Context: an optimization exercise on an open-source flow, tuned for a short achievable clock period and few clock cycles. The choices shown serve that exercise and are no tape-out recipe. Function was checked by simulation only, so behaviour that the tests miss may differ from the original. Power is estimated from default activity; no workload was simulated.

==> flow/design.v <==
`timescale 1ns / 1ps
module IFU(
    input [31:0] NPC,
	 input clk,
    input reset,
	 input PCWR,
	 input branch,
	 output [31:0] PCout,
	 output [31:0] PC4,
	 output [31:0] PC8,
    output [31:0] Instr,
	 output [11:2] IM_A,
	 input [31:0] IM_D
    );
	 reg [31:0] PC;
	 assign IM_A = PC[11:2];
	 assign Instr = IM_D;
	 assign PCout = PC;
	 assign PC4 = PC + 4;
	 assign PC8 = PC + 8;
	 always @(posedge clk) begin
		if (reset) begin
			PC <= 32'h00003000;
		end
		else begin
		   if (PCWR) begin
				PC <= branch ? NPC : PC+4;
			end
		end
	 end
endmodule
`timescale 1ns / 1ps
module D(
    input WR,
	 input clk,
	 input reset,
	 input [31:0] PC,
    input [31:0] PC8,
    input [31:0] IR,
    output reg [31:0] PC_D,
    output reg [31:0] PC8_D,
    output reg [31:0] IR_D
    );
	 always @(posedge clk) begin
		if (reset) begin
			PC_D <= 0;
			PC8_D <= 0;
			IR_D <= 0;
		end
		else begin
			if (WR) begin
				PC_D <= PC;
				PC8_D <= PC8;
				IR_D <= IR;
			end
		end
	 end
endmodule
`timescale 1ns / 1ps
module GRF(
    input clk,
    input reset,
    input WE,
    input [4:0] A1,
    input [4:0] A2,
    input [4:0] A3,
    input [31:0] WD,
    output [31:0] RD1,
    output [31:0] RD2
    );
	 reg [31:0] regs [31:0];
	 integer i;
	 assign RD1 = (A1 == A3 && WE && A1 != 0) ? WD : regs[A1];
	 assign RD2 = (A2 == A3 && WE && A2 != 0) ? WD : regs[A2];
	 always @(posedge clk) begin
		if (reset) begin
			for ( i = 0; i < 32; i = i + 1 )
				regs[i] <= 0;
		end
		else begin
			if (WE && A3 != 0) begin
				regs[A3] <= WD;
			end
		end
	 end
endmodule
`timescale 1ns / 1ps
module EXT(
    input [15:0] A,
    input [1:0] EXTOp,
    output reg [31:0] B
    );
	 always @(*) begin
		B = 32'b0;
		if (EXTOp == 2'b00) begin
			B = {16'b0,A};
		end
		if (EXTOp == 2'b01) begin
			B = {A,16'b0};
		end
		if (EXTOp == 2'b10) begin
			B = {{16{A[15]}},A};
		end
	 end
endmodule
`timescale 1ns / 1ps
module CMP(
    input [31:0] A,
    input [31:0] B,
    output C
    );
	 assign C = (A == B);
endmodule
`timescale 1ns / 1ps
module NPC(
    input [31:0] Instr,
    input [31:0] rs,
    input [1:0] Br,
    input [31:0] PC,
    output reg [31:0] NPC
    );
	 wire [15:0] Imm;
	 wire [25:0] Jal;
	 assign Imm = Instr[15:0];
	 assign Jal = Instr[25:0];
	 always @(*) begin
		NPC = 32'b0;
		if (Br == 2'b00) begin
			NPC = PC + 4 + {{14{Imm[15]}},Imm,2'b0};
		end
		if (Br == 2'b01) begin
			NPC = {PC[31:28] ,Jal,2'b0};
		end
		if (Br == 2'b10) begin
			NPC = rs;
		end
	 end
endmodule
`timescale 1ns / 1ps
module Dpipe(
    input clk,
	 input reset,
	 input RegWr,
	 input [1:0] Br,
	 input [1:0] EXTOp,
	 input [31:0] PC_D,
    input [31:0] IR_D,
    input [31:0] PC8_D,
	 input [4:0] A3_W,
	 input [31:0] M_WD_src,
	 input [31:0] MF_RD1_D,
	 input [31:0] MF_RD2_D,
    output [31:0] RD1,
    output [31:0] RD2,
    output [31:0] EXTout,
    output CMPout,
    output [31:0] NPCout
    );
	 wire [31:0] NPC;
	 GRF grf(.clk(clk),.reset(reset),.WE(RegWr),.A1(IR_D[25:21]),.A2(IR_D[20:16]),.A3(A3_W),.WD(M_WD_src),.RD1(RD1),.RD2(RD2));
	 EXT ext(.A(IR_D[15:0]),.EXTOp(EXTOp),.B(EXTout));
	 CMP cmp(.A(MF_RD1_D),.B(MF_RD2_D),.C(CMPout));
	 NPC npc(.Instr(IR_D),.rs(MF_RD1_D),.Br(Br),.PC(PC_D),.NPC(NPCout));
endmodule
`timescale 1ns / 1ps
module E(
    input clk,
	 input reset,
	 input clr,
	 input [31:0] IR_D,
    input [31:0] PC8_D,
    input [31:0] MF_RD1_D,
    input [31:0] MF_RD2_D,
    input [31:0] EXT,
	 input [4:0] M_RF_A3,
	 input [2:0] RES,
    output reg [31:0] IR_E,
    output reg [31:0] PC8_E,
    output reg [4:0] A1_E,
    output reg [4:0] A2_E,
    output reg [4:0] A3_E,
    output reg [31:0] RD1_E,
    output reg [31:0] RD2_E,
    output reg [31:0] EXT_E,
	 output reg [2:0] RES_E
    );
	 always @(posedge clk) begin
		if (reset || clr) begin
			IR_E <= 0;
			PC8_E <= 0;
			A1_E <= 0;
			A2_E <= 0;
			A3_E <= 0;
			RD1_E <= 0;
			RD2_E <= 0;
			EXT_E <= 0;
			RES_E <= 0;
		end
		else begin
			IR_E <= IR_D;
			PC8_E <= PC8_D;
			A1_E <= IR_D[25:21];
			A2_E <= IR_D[20:16];
			A3_E <= M_RF_A3;
			RD1_E <= MF_RD1_D;
			RD2_E <= MF_RD2_D;
			EXT_E <= EXT;
			RES_E <= RES;
		end
	 end
endmodule
`timescale 1ns / 1ps
module ALU(
    input [31:0] A,
    input [31:0] B,
    input [2:0] ALUOp,
    output reg [31:0] C
    );
	 always @(*) begin
		C = 32'b0;
		if (ALUOp == 3'b000) begin
			C = A + B;
		end
		if (ALUOp == 3'b001) begin
			C = A - B;
		end
		if (ALUOp == 3'b010) begin
			C = A | B;
		end
	 end
endmodule
`timescale 1ns / 1ps
module M(
    input clk,
	 input reset,
	 input [31:0] IR_E,
    input [31:0] PC8_E,
    input [4:0] A2_E,
    input [4:0] A3_E,
    input [31:0] RD2_E,
    input [31:0] ALUout,
	 input [2:0] RES_E,
    output reg [31:0] IR_M,
    output reg [31:0] PC8_M,
    output reg [4:0] A2_M,
    output reg [4:0] A3_M,
    output reg [31:0] RD2_M,
    output reg [31:0] AO_M,
	 output reg [2:0] RES_M
    );
	 always @(posedge clk) begin
		if (reset) begin
			IR_M <= 0;
			PC8_M <= 0;
			A2_M <= 0;
			A3_M <= 0;
			RD2_M <= 0;
			AO_M <= 0;
			RES_M <= 0;
		end
		else begin
			IR_M <= IR_E;
			PC8_M <= PC8_E;
			A2_M <= A2_E;
			A3_M <= A3_E;
			RD2_M <= RD2_E;
			AO_M <= ALUout;
			RES_M <= RES_E;
		end
	 end
endmodule
`timescale 1ns / 1ps
module W(
    input clk,
	 input reset,
	 input [31:0] IR_M,
    input [31:0] PC8_M,
    input [4:0] A3_M,
    input [31:0] AO_M,
    input [31:0] DMout,
	 input [2:0] RES_M,
    output reg [31:0] IR_W,
    output reg [31:0] PC8_W,
    output reg [4:0] A3_W,
    output reg [31:0] AO_W,
    output reg [31:0] DR_W,
	 output reg [2:0] RES_W
    );
	 always @(posedge clk) begin
		if (reset) begin
			IR_W <= 0;
			PC8_W <= 0;
			A3_W <= 0;
			AO_W <= 0;
			DR_W <= 0;
			RES_W <= 0;
		end
		else begin
			IR_W <= IR_M;
			PC8_W <= PC8_M;
			A3_W <= A3_M;
			AO_W <= AO_M;
			DR_W <= DMout;
			RES_W <= RES_M;
		end
	 end
endmodule
`timescale 1ns / 1ps
module datapath(
    input clk,
    input reset,
	 input [1:0] Br,
	 input branch,
	 input RegWr,
	 input [1:0] RegIn,
	 input [1:0] EXTOp,
	 input ALUsrc,
	 input [2:0] ALUOp,
	 input MemWr,
	 input [1:0] ToReg,
	 input [2:0] RES,
	 input stall,
	 input [2:0] MRD1_D,
	 input [2:0] MRD2_D,
	 input [2:0] MRD1_E,
	 input [2:0] MRD2_E,
	 input [2:0] MRD2_M,
	 output [31:0] IR_D,
	 output [31:0] IR_E,
	 output [31:0] IR_M,
	 output [31:0] IR_W,
	 output [2:0] RES_E,
	 output [2:0] RES_M,
	 output [2:0] RES_W,
	 output [4:0] A1_E,
	 output [4:0] A2_E,
	 output [4:0] A2_M,
	 output [4:0] A3_E,
	 output [4:0] A3_M,
	 output [4:0] A3_W,
	 output [11:2] IM_A,
	 input [31:0] IM_D,
	 output [11:2] DM_A,
	 output [31:0] DM_WD,
	 output DM_WE,
	 input [31:0] DM_RD,
	 output W_EN,
	 output [4:0] W_REG,
	 output [31:0] W_DATA,
	 output [31:0] W_PC
    );
	 wire [31:0] PC,PC4,PC8,IR,GRFout1,GRFout2,EXTout,NPCout,ALUout,DMout;
	 wire [31:0] M_WD_src,MF_RD1_D,MF_RD2_D,MF_RD1_E,MF_RD2_E,MF_RD2_M,M_ALU_B;
	 wire [31:0] PC_D,PC8_D,RD1_E,RD2_E,PC8_E,EXT_E,PC8_M,AO_M,PC8_W,AO_W,DR_W,RD2_M;
	 wire [4:0] M_RF_A3;
	 IFU ifu(.NPC(NPCout),.clk(clk),.reset(reset),.PCWR(!stall),.branch(branchPC),.PCout(PC),.PC4(PC4),.PC8(PC8),.Instr(IR),.IM_A(IM_A),.IM_D(IM_D));
	 D d(.WR(!stall),.clk(clk),.reset(reset),.PC(PC),.PC8(PC8),.IR(IR),.PC_D(PC_D),.PC8_D(PC8_D),.IR_D(IR_D));
	 Dpipe dpiple(.clk(clk),.reset(reset),.RegWr(RegWr),.Br(Br),.EXTOp(EXTOp),.PC_D(PC_D),.IR_D(IR_D),.PC8_D(PC8_D),.A3_W(A3_W),.M_WD_src(M_WD_src),
					  .MF_RD1_D(MF_RD1_D),.MF_RD2_D(MF_RD2_D),.RD1(GRFout1),.RD2(GRFout2),.EXTout(EXTout),.CMPout(CMPout),.NPCout(NPCout));
	 E e(.clk(clk),.reset(reset),.clr(stall),.IR_D(IR_D),.PC8_D(PC8_D),.MF_RD1_D(MF_RD1_D),.MF_RD2_D(MF_RD2_D),.EXT(EXTout),.M_RF_A3(M_RF_A3),.RES(RES),
		  .IR_E(IR_E),.PC8_E(PC8_E),.A1_E(A1_E),.A2_E(A2_E),.A3_E(A3_E),.RD1_E(RD1_E),.RD2_E(RD2_E),.EXT_E(EXT_E),.RES_E(RES_E));
	 ALU epipe(.A(MF_RD1_E),.B(M_ALU_B),.ALUOp(ALUOp),.C(ALUout));
	 M m(.clk(clk),.reset(reset),.IR_E(IR_E),.PC8_E(PC8_E),.A2_E(A2_E),.A3_E(A3_E),.RD2_E(MF_RD2_E),.ALUout(ALUout),.RES_E(RES_E),
		  .IR_M(IR_M),.PC8_M(PC8_M),.A2_M(A2_M),.A3_M(A3_M),.RD2_M(RD2_M),.AO_M(AO_M),.RES_M(RES_M));
	 assign DM_A = AO_M[11:2];
	 assign DM_WD = MF_RD2_M;
	 assign DM_WE = MemWr;
	 assign DMout = DM_RD;
	 assign W_EN = RegWr && (A3_W != 0);
	 assign W_REG = A3_W;
	 assign W_DATA = M_WD_src;
	 assign W_PC = PC8_W - 8;
	 W w(.clk(clk),.reset(reset),.IR_M(IR_M),.PC8_M(PC8_M),.A3_M(A3_M),.AO_M(AO_M),.DMout(DMout),.RES_M(RES_M),
		  .IR_W(IR_W),.PC8_W(PC8_W),.A3_W(A3_W),.AO_W(AO_W),.DR_W(DR_W),.RES_W(RES_W));
	 assign branchPC = (Br == 2'b00) ? (CMPout ? branch : 0) : branch;
	 assign M_WD_src = (ToReg == 2'b00) ? AO_W :
							 (ToReg == 2'b01)  ? DR_W :
							 (ToReg == 2'b10) ? PC8_W : 32'b0 ;
	 assign M_ALU_B = ALUsrc ? EXT_E : MF_RD2_E;
	 assign M_RF_A3 = (RegIn == 2'b00) ? IR_D[20:16] :
							(RegIn == 2'b01) ? IR_D[15:11] :
							(RegIn == 2'b10) ? 5'b11111 : 5'b00000;
	 assign MF_RD1_D = (MRD1_D == 3'b000) ? PC8_E :
							 (MRD1_D == 3'b001) ? PC8_M :
							 (MRD1_D == 3'b010) ? AO_M : GRFout1;
	 assign MF_RD2_D = (MRD2_D == 3'b000) ? PC8_E :
							 (MRD2_D == 3'b001) ? PC8_M :
							 (MRD2_D == 3'b010) ? AO_M : GRFout2;
	 assign MF_RD1_E = (MRD1_E == 3'b001) ? PC8_M :
							 (MRD1_E == 3'b010) ? AO_M :
							 (MRD1_E == 3'b011) ? M_WD_src : RD1_E;
	 assign MF_RD2_E = (MRD2_E == 3'b001) ? PC8_M :
							 (MRD2_E == 3'b010) ? AO_M :
							 (MRD2_E == 3'b011) ? M_WD_src : RD2_E;
	 assign MF_RD2_M = (MRD2_M == 3'b011) ? M_WD_src : RD2_M;
endmodule
`timescale 1ns / 1ps
module control(
    input [31:0] Instr,
    output branch,
    output [1:0] Br,
    output [1:0] RegIn,
    output RegWr,
    output [1:0] EXTOp,
    output ALUsrc,
    output [2:0] ALUOp,
    output MemWr,
    output [1:0] ToReg
    );
	 wire [5:0] op = Instr[31:26];
	 wire [5:0] fun = Instr[5:0];
	 assign branch = (op == 6'b000100 || op == 6'b000010 || op == 6'b000011 || (op == 6'b000000 && fun == 6'b001000)) ? 1 : 0;
	 assign Br = (op == 6'b000010 || op == 6'b000011) ? 2'b01 :
					 (op == 6'b000000 && fun == 6'b001000) ? 2'b10 : 2'b00;
	 assign RegIn = (op == 6'b000000) ? 2'b01 :
						 (op == 6'b000011) ? 2'b10 : 2'b00;
	 assign RegWr = (op == 6'b000000) ?
											(fun == 6'b001000 || fun == 6'b000000) ? 0 : 1 :
						 (op == 6'b001101 || op == 6'b100011 || op == 6'b001111 || op == 6'b000011) ? 1 : 0;
	 assign EXTOp = (op == 6'b001111) ? 2'b01 :
						 (op == 6'b100011 || op == 6'b101011) ? 2'b10 : 2'b00;
	 assign ALUsrc = (op == 6'b001101 || op == 6'b100011 || op == 6'b001111 || op == 6'b101011) ? 1 : 0;
	 assign ALUOp = (op == 6'b000000 && fun == 6'b100011) ? 3'b001 :
						 (op == 6'b001101) ? 3'b010 : 3'b000;
	 assign MemWr = (op == 6'b101011) ? 1 : 0;
	 assign ToReg = (op == 6'b100011) ? 2'b01 :
						 (op == 6'b000011) ? 2'b10 : 2'b00;							
endmodule
`timescale 1ns / 1ps
module AT(
    input [31:0] Instr,
    output [1:0] Tuse_rs,
	 output [1:0] Tuse_rt,
    output [2:0] RES
    );
	 wire [5:0] op = Instr[31:26];
	 wire [5:0] fun = Instr[5:0];
	 assign Tuse_rs = (op == 6'b000000) ?
												(fun == 6'b001000) ? 2'b00 :
												(fun == 6'b000000) ? 2'b11 :2'b01 :
							(op == 6'b001101 || op == 6'b100011 || op == 6'b101011) ? 2'b01 :
							(op == 6'b000100) ? 2'b00 : 2'b11;
	 assign Tuse_rt = (op == 6'b000000 && (fun == 6'b100001 || fun == 6'b100011)) ? 2'b01 :
						   (op == 6'b101011) ? 2'b10 :
							(op == 6'b000100) ? 2'b00 : 2'b11;
	 assign RES = (op == 6'b000000 && (fun == 6'b100001 || fun == 6'b100011)) ? 3'b001 :
					  (op == 6'b001101 || op == 6'b001111) ? 3'b001 :
					  (op == 6'b100011) ? 3'b010 :
					  (op == 6'b000011) ? 3'b011 : 3'b000;
endmodule
`timescale 1ns / 1ps
module STALL(
    input [31:0] Instr,
	 input [1:0] Tuse_rs,
	 input [1:0] Tuse_rt,
	 input [2:0] RES_E,
	 input [2:0] RES_M,
	 input [2:0] RES_W,
	 input [4:0] A3_E,
	 input [4:0] A3_M,
	 input [4:0] A3_W,
    output stall
    );
	 wire [4:0] A1 = Instr[25:21];
	 wire [4:0] A2 = Instr[20:16];
	 wire stall_rs0_E1 = ((Tuse_rs == 2'b00) && (RES_E == 3'b001) && (A1 == A3_E) && (A1 != 0));
	 wire stall_rs0_E2 = ((Tuse_rs == 2'b00) && (RES_E == 3'b010) && (A1 == A3_E) && (A1 != 0));
	 wire stall_rs0_M2 = ((Tuse_rs == 2'b00) && (RES_M == 3'b010) && (A1 == A3_M) && (A1 != 0));
	 wire stall_rs1_E2 = ((Tuse_rs == 2'b01) && (RES_E == 3'b010) && (A1 == A3_E) && (A1 != 0));
	 wire stall_rt0_E1 = ((Tuse_rt == 2'b00) && (RES_E == 3'b001) && (A2 == A3_E) && (A2 != 0));
	 wire stall_rt0_E2 = ((Tuse_rt == 2'b00) && (RES_E == 3'b010) && (A2 == A3_E) && (A2 != 0));
	 wire stall_rt0_M2 = ((Tuse_rt == 2'b00) && (RES_M == 3'b010) && (A2 == A3_M) && (A2 != 0));
	 wire stall_rt1_E2 = ((Tuse_rt == 2'b01) && (RES_E == 3'b010) && (A2 == A3_E) && (A2 != 0));
	 wire stall_rs = (stall_rs0_E1 || stall_rs0_E2 || stall_rs0_M2 || stall_rs1_E2);
	 wire stall_rt = (stall_rt0_E1 || stall_rt0_E2 || stall_rt0_M2 || stall_rt1_E2);
	 assign stall = (stall_rs || stall_rt);
endmodule
`timescale 1ns / 1ps
module FORWARD(
	 input [31:0] Instr,
	 input [2:0] RES_E,
	 input [2:0] RES_M,
	 input [2:0] RES_W,
	 input [4:0] A1_E,
	 input [4:0] A2_E,
	 input [4:0] A2_M,
	 input [4:0] A3_E,
	 input [4:0] A3_M,
	 input [4:0] A3_W,
    output [2:0] RD1_D,
	 output [2:0] RD2_D,
	 output [2:0] RD1_E,
	 output [2:0] RD2_E,
	 output [2:0] RD2_M
    );
	 wire [4:0] A1_D = Instr[25:21];
	 wire [4:0] A2_D = Instr[20:16]; 
	 assign RD1_D = (A1_D == A3_E && RES_E == 3'b011 && A1_D != 0) ? 3'b000 :
						 (A1_D == A3_M && RES_M == 3'b011 && A1_D != 0) ? 3'b001 :
						 (A1_D == A3_M && RES_M == 3'b001 && A1_D != 0) ? 3'b010 : 3'b100;
	 assign RD2_D = (A2_D == A3_E && RES_E == 3'b011 && A2_D != 0) ? 3'b000 :
						 (A2_D == A3_M && RES_M == 3'b011 && A2_D != 0) ? 3'b001 :
						 (A2_D == A3_M && RES_M == 3'b001 && A2_D != 0) ? 3'b010 : 3'b100;
	 assign RD1_E = (A1_E == A3_M && RES_M == 3'b011 && A1_E != 0) ? 3'b001 :
						 (A1_E == A3_M && RES_M == 3'b001 && A1_E != 0) ? 3'b010 :
						 (A1_E == A3_W && RES_W != 3'b000 && A1_E != 0) ? 3'b011 :3'b100;
	 assign RD2_E = (A2_E == A3_M && RES_M == 3'b011 && A2_E != 0) ? 3'b001 :
						 (A2_E == A3_M && RES_M == 3'b001 && A2_E != 0) ? 3'b010 :
						 (A2_E == A3_W && RES_W != 3'b000 && A2_E != 0) ? 3'b011 :3'b100;
	 assign RD2_M = (A2_M == A3_W && RES_W != 3'b000 && A2_M != 0) ? 3'b011 :3'b100;
endmodule
`timescale 1ns / 1ps
module CPUUUUU(
    input clk,
    input reset,
	 output [11:2] IM_A,
	 input [31:0] IM_D,
	 output [11:2] DM_A,
	 output [31:0] DM_WD,
	 output DM_WE,
	 input [31:0] DM_RD,
	 output W_EN,
	 output [4:0] W_REG,
	 output [31:0] W_DATA,
	 output [31:0] W_PC
    );
	 wire [1:0] Br,RegIn,EXTOp,ToReg,Tuse_rs,Tuse_rt;
	 wire [2:0] ALUOp,RES,MRD1_D,MRD2_D,MRD1_E,MRD2_E,MRD2_M,RES_E,RES_M,RES_W;
	 wire [4:0] A3_E,A3_M,A3_W,A1_E,A2_E,A2_M;
	 wire [31:0] IR_D,IR_E,IR_M,IR_W;
	 datapath path(.clk(clk),.reset(reset),.Br(Br),.branch(branch),.RegWr(RegWr),.RegIn(RegIn),.EXTOp(EXTOp),
						.ALUsrc(ALUsrc),.ALUOp(ALUOp),.MemWr(MemWr),.ToReg(ToReg),.RES(RES),.stall(stall),
						.MRD1_D(MRD1_D),.MRD2_D(MRD2_D),.MRD1_E(MRD1_E),.MRD2_E(MRD2_E),.MRD2_M(MRD2_M),.IR_D(IR_D),.IR_E(IR_E),
						.IR_M(IR_M),.IR_W(IR_W),.RES_E(RES_E),.RES_M(RES_M),.RES_W(RES_W),.A1_E(A1_E),.A2_E(A2_E),
						.A2_M(A2_M),.A3_E(A3_E),.A3_M(A3_M),.A3_W(A3_W),
						.IM_A(IM_A),.IM_D(IM_D),.DM_A(DM_A),.DM_WD(DM_WD),.DM_WE(DM_WE),.DM_RD(DM_RD),
						.W_EN(W_EN),.W_REG(W_REG),.W_DATA(W_DATA),.W_PC(W_PC));
	 control ctrlD(.Instr(IR_D),.branch(branch),.Br(Br),.RegIn(RegIn),.EXTOp(EXTOp));
	 control ctrlE(.Instr(IR_E),.ALUsrc(ALUsrc),.ALUOp(ALUOp));
	 control ctrlM(.Instr(IR_M),.MemWr(MemWr));
	 control ctrlW(.Instr(IR_W),.RegWr(RegWr),.ToReg(ToReg));
	 AT at(.Instr(IR_D),.Tuse_rs(Tuse_rs),.Tuse_rt(Tuse_rt),.RES(RES));
	 STALL Stall(.Instr(IR_D),.Tuse_rs(Tuse_rs),.Tuse_rt(Tuse_rt),.RES_E(RES_E),.RES_M(RES_M),.RES_W(RES_W),.A3_E(A3_E),.A3_M(A3_M),.A3_W(A3_W),.stall(stall));
	 FORWARD forward(.Instr(IR_D),.RES_E(RES_E),.RES_M(RES_M),.RES_W(RES_W),.A1_E(A1_E),.A2_E(A2_E),.A2_M(A2_M),.A3_E(A3_E),.A3_M(A3_M),.A3_W(A3_W),
						  .RD1_D(MRD1_D),.RD2_D(MRD2_D),.RD1_E(MRD1_E),.RD2_E(MRD2_E),.RD2_M(MRD2_M));
endmodule
`timescale 1ns / 1ps
module mips(
    input clk,
    input reset,
    output [11:2] im_addr,
    input [31:0] im_rdata,
    output [11:2] dm_addr,
    output [31:0] dm_wdata,
    output dm_we,
    input [31:0] dm_rdata,
    output wb_en,
    output [4:0] wb_reg,
    output [31:0] wb_data,
    output [31:0] wb_pc
    );
	 CPUUUUU cpu(.clk(clk),.reset(reset),
	             .IM_A(im_addr),.IM_D(im_rdata),
	             .DM_A(dm_addr),.DM_WD(dm_wdata),.DM_WE(dm_we),.DM_RD(dm_rdata),
	             .W_EN(wb_en),.W_REG(wb_reg),.W_DATA(wb_data),.W_PC(wb_pc));
endmodule
==> flow/run.sh <==
#!/bin/bash
# synth_recipe.tcl (not shown) runs the flow's synth.tcl, then flattens the netlist and writes it again
# the make line also repeats each setting of config.mk as NAME=value (left out here)
make -C /OpenROAD-flow-scripts/flow DESIGN_CONFIG=/design/flow/config.mk WORK_HOME=/design/flow/orfs CLKGATE_MAP_FILE= SYNTH_SCRIPT=/design/flow/synth_recipe.tcl finish
==> flow/config.mk <==
export PLATFORM = sky130hd
export DESIGN_NAME = mips
export DESIGN_NICKNAME = mips
export VERILOG_FILES = /design/flow/design.v
export SDC_FILE = /design/flow/constraint.sdc
export NUM_CORES = 4
export LEC_CHECK = 0
export CAP_MARGIN = 20
export CORE_MARGIN = 2
export CORE_UTILIZATION = 35
export PLACE_DENSITY = 0.45
export SLEW_MARGIN = 20
==> flow/constraint.sdc <==
create_clock -name core_clock -period 8.5 [get_ports {clk}]
set_input_delay 1.7000 -clock core_clock [delete_from_list [all_inputs] [get_ports {clk}]]
set_output_delay 1.7000 -clock core_clock [all_outputs]
set_load 0.01 [all_outputs]
==> flow_metrics.tcl <==
set metrics [dict create \
    outcome "timing/DRC/antenna clean" \
    dieWidth_um 489.3 \
    antenna_found_initial 42 \
    yosysSeqAreaShare 0.5006 \
    cts_tree "done" \
    maxSlewHeadroom 0.1460 \
    ir_worst_vdd_uv 194.2 \
    required_ps 9310 \
    synth_flop_cell "edfxtp_1" \
    drive_gt1_frac 0.1667 \
    num_rows 178 \
    max_cap_viol_count 0 \
    fin_nets 7654 \
    clk_latency_ps 880 \
    synth.area.top_cells "edfxtp_1, mux4_2, dfxtp_1, nor2_1, mux2i_1" \
    clockBufferDepth 3 \
    design_area_um2 94340 \
    die_area_um2 239400 \
    grt_use_total 0.3316 \
    path_max_fanout 17 \
    placed_cell_area_um2 88460 \
    synth_cell_types 101 \
    clock-sinks 1549 \
    cp-end-kind "flop" \
    hold_path_class "reg2reg" \
    cts_resized 0 \
    cp-start-kind "flop" \
    fin_worst_skew_ps 34.33 \
    drt_iter0_drc 10100 \
    synth_top_area_share 0.3731 \
    synth_cells 7409 \
    area_growth_pct 14.46 \
    setup_tns_ps 0 \
    cp-startpoint "cpu.path.d.IR_D[23]" \
    place_congestion 0.9762 \
    tightest_slew_ps 1281 \
    cts_hold_buf 0 \
    placement.io_buffers 188 \
    slew_violations 0 \
    reg2reg_from "cpu.path.d.IR_D[23]" \
    dp_hpwl_mm 268.2 \
    path_clk_slew_ps 60 \
    post_drt_via_cell_ratio 6.239 \
    core_area_um2 234700 \
    setup_viol 0 \
    hold_viol_final 0 \
    grt.overflow.total 0 \
    avgSynthCellArea_um2 11.12 \
    wirelength_mm 405.1 \
    async_flop_share 0 \
    min_from "cpu.path.m.IR_M[0]" \
    grt_pass1_vias 63070 \
    grt_max_degree 197 \
    worstSetupPathType "reg2reg" \
    drc 0 \
    grt_pass1_wl_mm 545.9 \
    initial_core_util 0.3511 \
    period_needed_ps 7330 \
    synth_area_um2 82420 \
    wl_per_cell_um 37.68 \
    post_cts_buffers 0 \
    final_antenna_net_count 0 \
    worst_hold_slack_ps 435.2 \
    p_leak_nw 33.67 \
    cp_data_arrival_time_ps 8140 \
    fmax_mhz 136.4 \
    rsz0062_at_grt "false" \
    io_pins 189 \
    yosys_warnings 16 \
    stdcell_count 10750 \
    min_period_over_period 0.8624 \
    synth_edf_count 1024 \
    cts_root_buf "clkbuf_16" \
    netlist_top_cells_count "nor2_1, edfxtp_1, dfxtp_1, nand2_1, clkbuf_1" \
    ys_ff_latch 1549 \
    htreeDepth 4 \
    die_y_um 489.3 \
    power_density_nw_per_um2 207.0 \
    firstDrtPassIters 8 \
    numPlacedInstances 10400 \
    cts_made_buffers 180 \
    yosysTopAreaCell "edfxtp_1" \
    yosysMostFrequentCell "nor2_1" \
    vias 67090 \
    fill_cells 22640 \
]
-- worst max-delay path, cell delays in order (launching register included) --
cell      delay [ps]
dfxtp_1          650
xor2_1           130
nor3_1           630
nand2_1          740
a21oi_1         1210
a221oi_1         240
a222oi_1         340
buf_4            300
xnor2_1          100
or4_1            590
or4_4            600
or3_1            780
buf_4            340
o41ai_1          370
a31oi_1           70
a21oi_1          130
-- through the flow --
| step | worst slack [ps] | utilization | power [mW] |
|---|---|---|---|
| after floorplan | 2700 | - | 10.30 |
| after CTS | 1494 | 0.4016 | 19.51 |
| after global placement | 781.3 | 0.3767 | 11.76 |
| after global routing | 978.3 | 0.4017 | 19.98 |
| final | 1170 | 0.4019 | 19.52 |
| after detailed placement | 1539 | 0.3768 | 11.76 |
-- power breakdown --
group | switching, mW | internal, mW | leakage (nW)
combinational | 1.99 | 1.06 | 16.0
clock | 3.42 | 4.39 | 2.83
sequential | 0.341 | 8.32 | 14.9
total | 5.75 | 13.8 | 33.7
-- state kept, by name, summed over array words and instances, names as in the netlist, 29 cells and up, named ones only --
register and count:
cpu.path.d.IR_D 32, cpu.path.d.PC8_D 32, cpu.path.d.PC_D 29, cpu.path.dpiple.grf.regs 1024
cpu.path.e.EXT_E 32, cpu.path.e.PC8_E 32, cpu.path.e.RD1_E 32, cpu.path.e.RD2_E 32
cpu.path.ifu.PC 32, cpu.path.m.AO_M 32, cpu.path.m.PC8_M 32, cpu.path.m.RD2_M 32
cpu.path.w.AO_W 32, cpu.path.w.DR_W 32, cpu.path.w.PC8_W 32
-- final cells by class --
type,count,area (µm²),area share
Tap cell,3150,3941,0.04178
Sequential cell,1549,41290,0.4377
Antenna cell,20,50.05,0.0005305
Clock buffer,233,4867,0.05159
Timing Repair Buffer,473,4232,0.04486
Inverter,175,659.4,0.006990
Clock inverter,100,937.1,0.009934
Multi-Input combinational cell,5052,38360,0.4066
-- layout by cell type (no fill, tap or decap), drive strengths merged, types with 83 or more instances in the layout --
cell type / n
o21ai: 162
mux4: 489
nor2b: 196
mux2i: 267
inv: 178
a21oi: 353
nand3: 91
a22oi: 87
and3: 111
ha: 154
xnor2: 89
clkbuf: 233
dfxtp: 525
xor2: 83
edfxtp: 1024
nor2: 1474
clkdlybuf4s50: 187
nand2: 525
buf: 286
-- routing by layer --
| layer | wire (µm) | vias up | part of all wire | global-route usage |
|---|---|---|---|---|
| li1 | - | 27160 | - | - |
| met1 | 167200 | 34630 | 0.41 | 0.4644 |
| met2 | 172200 | 4442 | 0.42 | 0.4847 |
| met3 | 44380 | 824 | 0.11 | 0.08009 |
| met4 | 20970 | 34 | 0.052 | 0.1483 |
| met5 | 366 | - | 0.00090 | 0 |
-- final timing paths --
kind,to,slack [ps],depth (start not counted)
setup / recovery,cpu.path.ifu.PC[24],1170,15
hold / removal,cpu.path.w.IR_W[0],440,1
hold reg to reg,cpu.path.w.IR_W[0],440,1
setup reg to reg,cpu.path.ifu.PC[24],1170,15
-- kinds of logic after synthesis --
group	share of synthesized area
other cells	0.00004550
compound gates	0.09298
flops	0.5006
buf+inv	0.04299
simple gates	0.1446
xor+xnor	0.01828
mux	0.1764
fa+ha+maj	0.02411
Testbench counts, summed over its fixed seeds: cycles 65,723.

[what the ideal ports hide]
The flow's constraints put no driver on any port. The routed layout listed below was extracted and timed again, unchanged, in two steps.
Step 1, drivers: a clkbuf_16 drives clk and a buf_2 each remaining input, both assumed.
Step 2 times the ports against the registers' clock, not the clock port: input delays grow and output delays shrink by t, the midpoint of the rising clock arrivals with the driver on.
Slacks: ideal ports / drivers / drivers and shift; pairs: ideal ports / drivers.
t (ns): 0.974
slack for setup (ns): 1.170 / 1.170 / 1.170
worst setup path at the end: register to register
After both steps setup and hold are still met in this run. For this run, drivers alone change the setup slack by 0.000 ns; drivers and shift together by 0.000 ns.
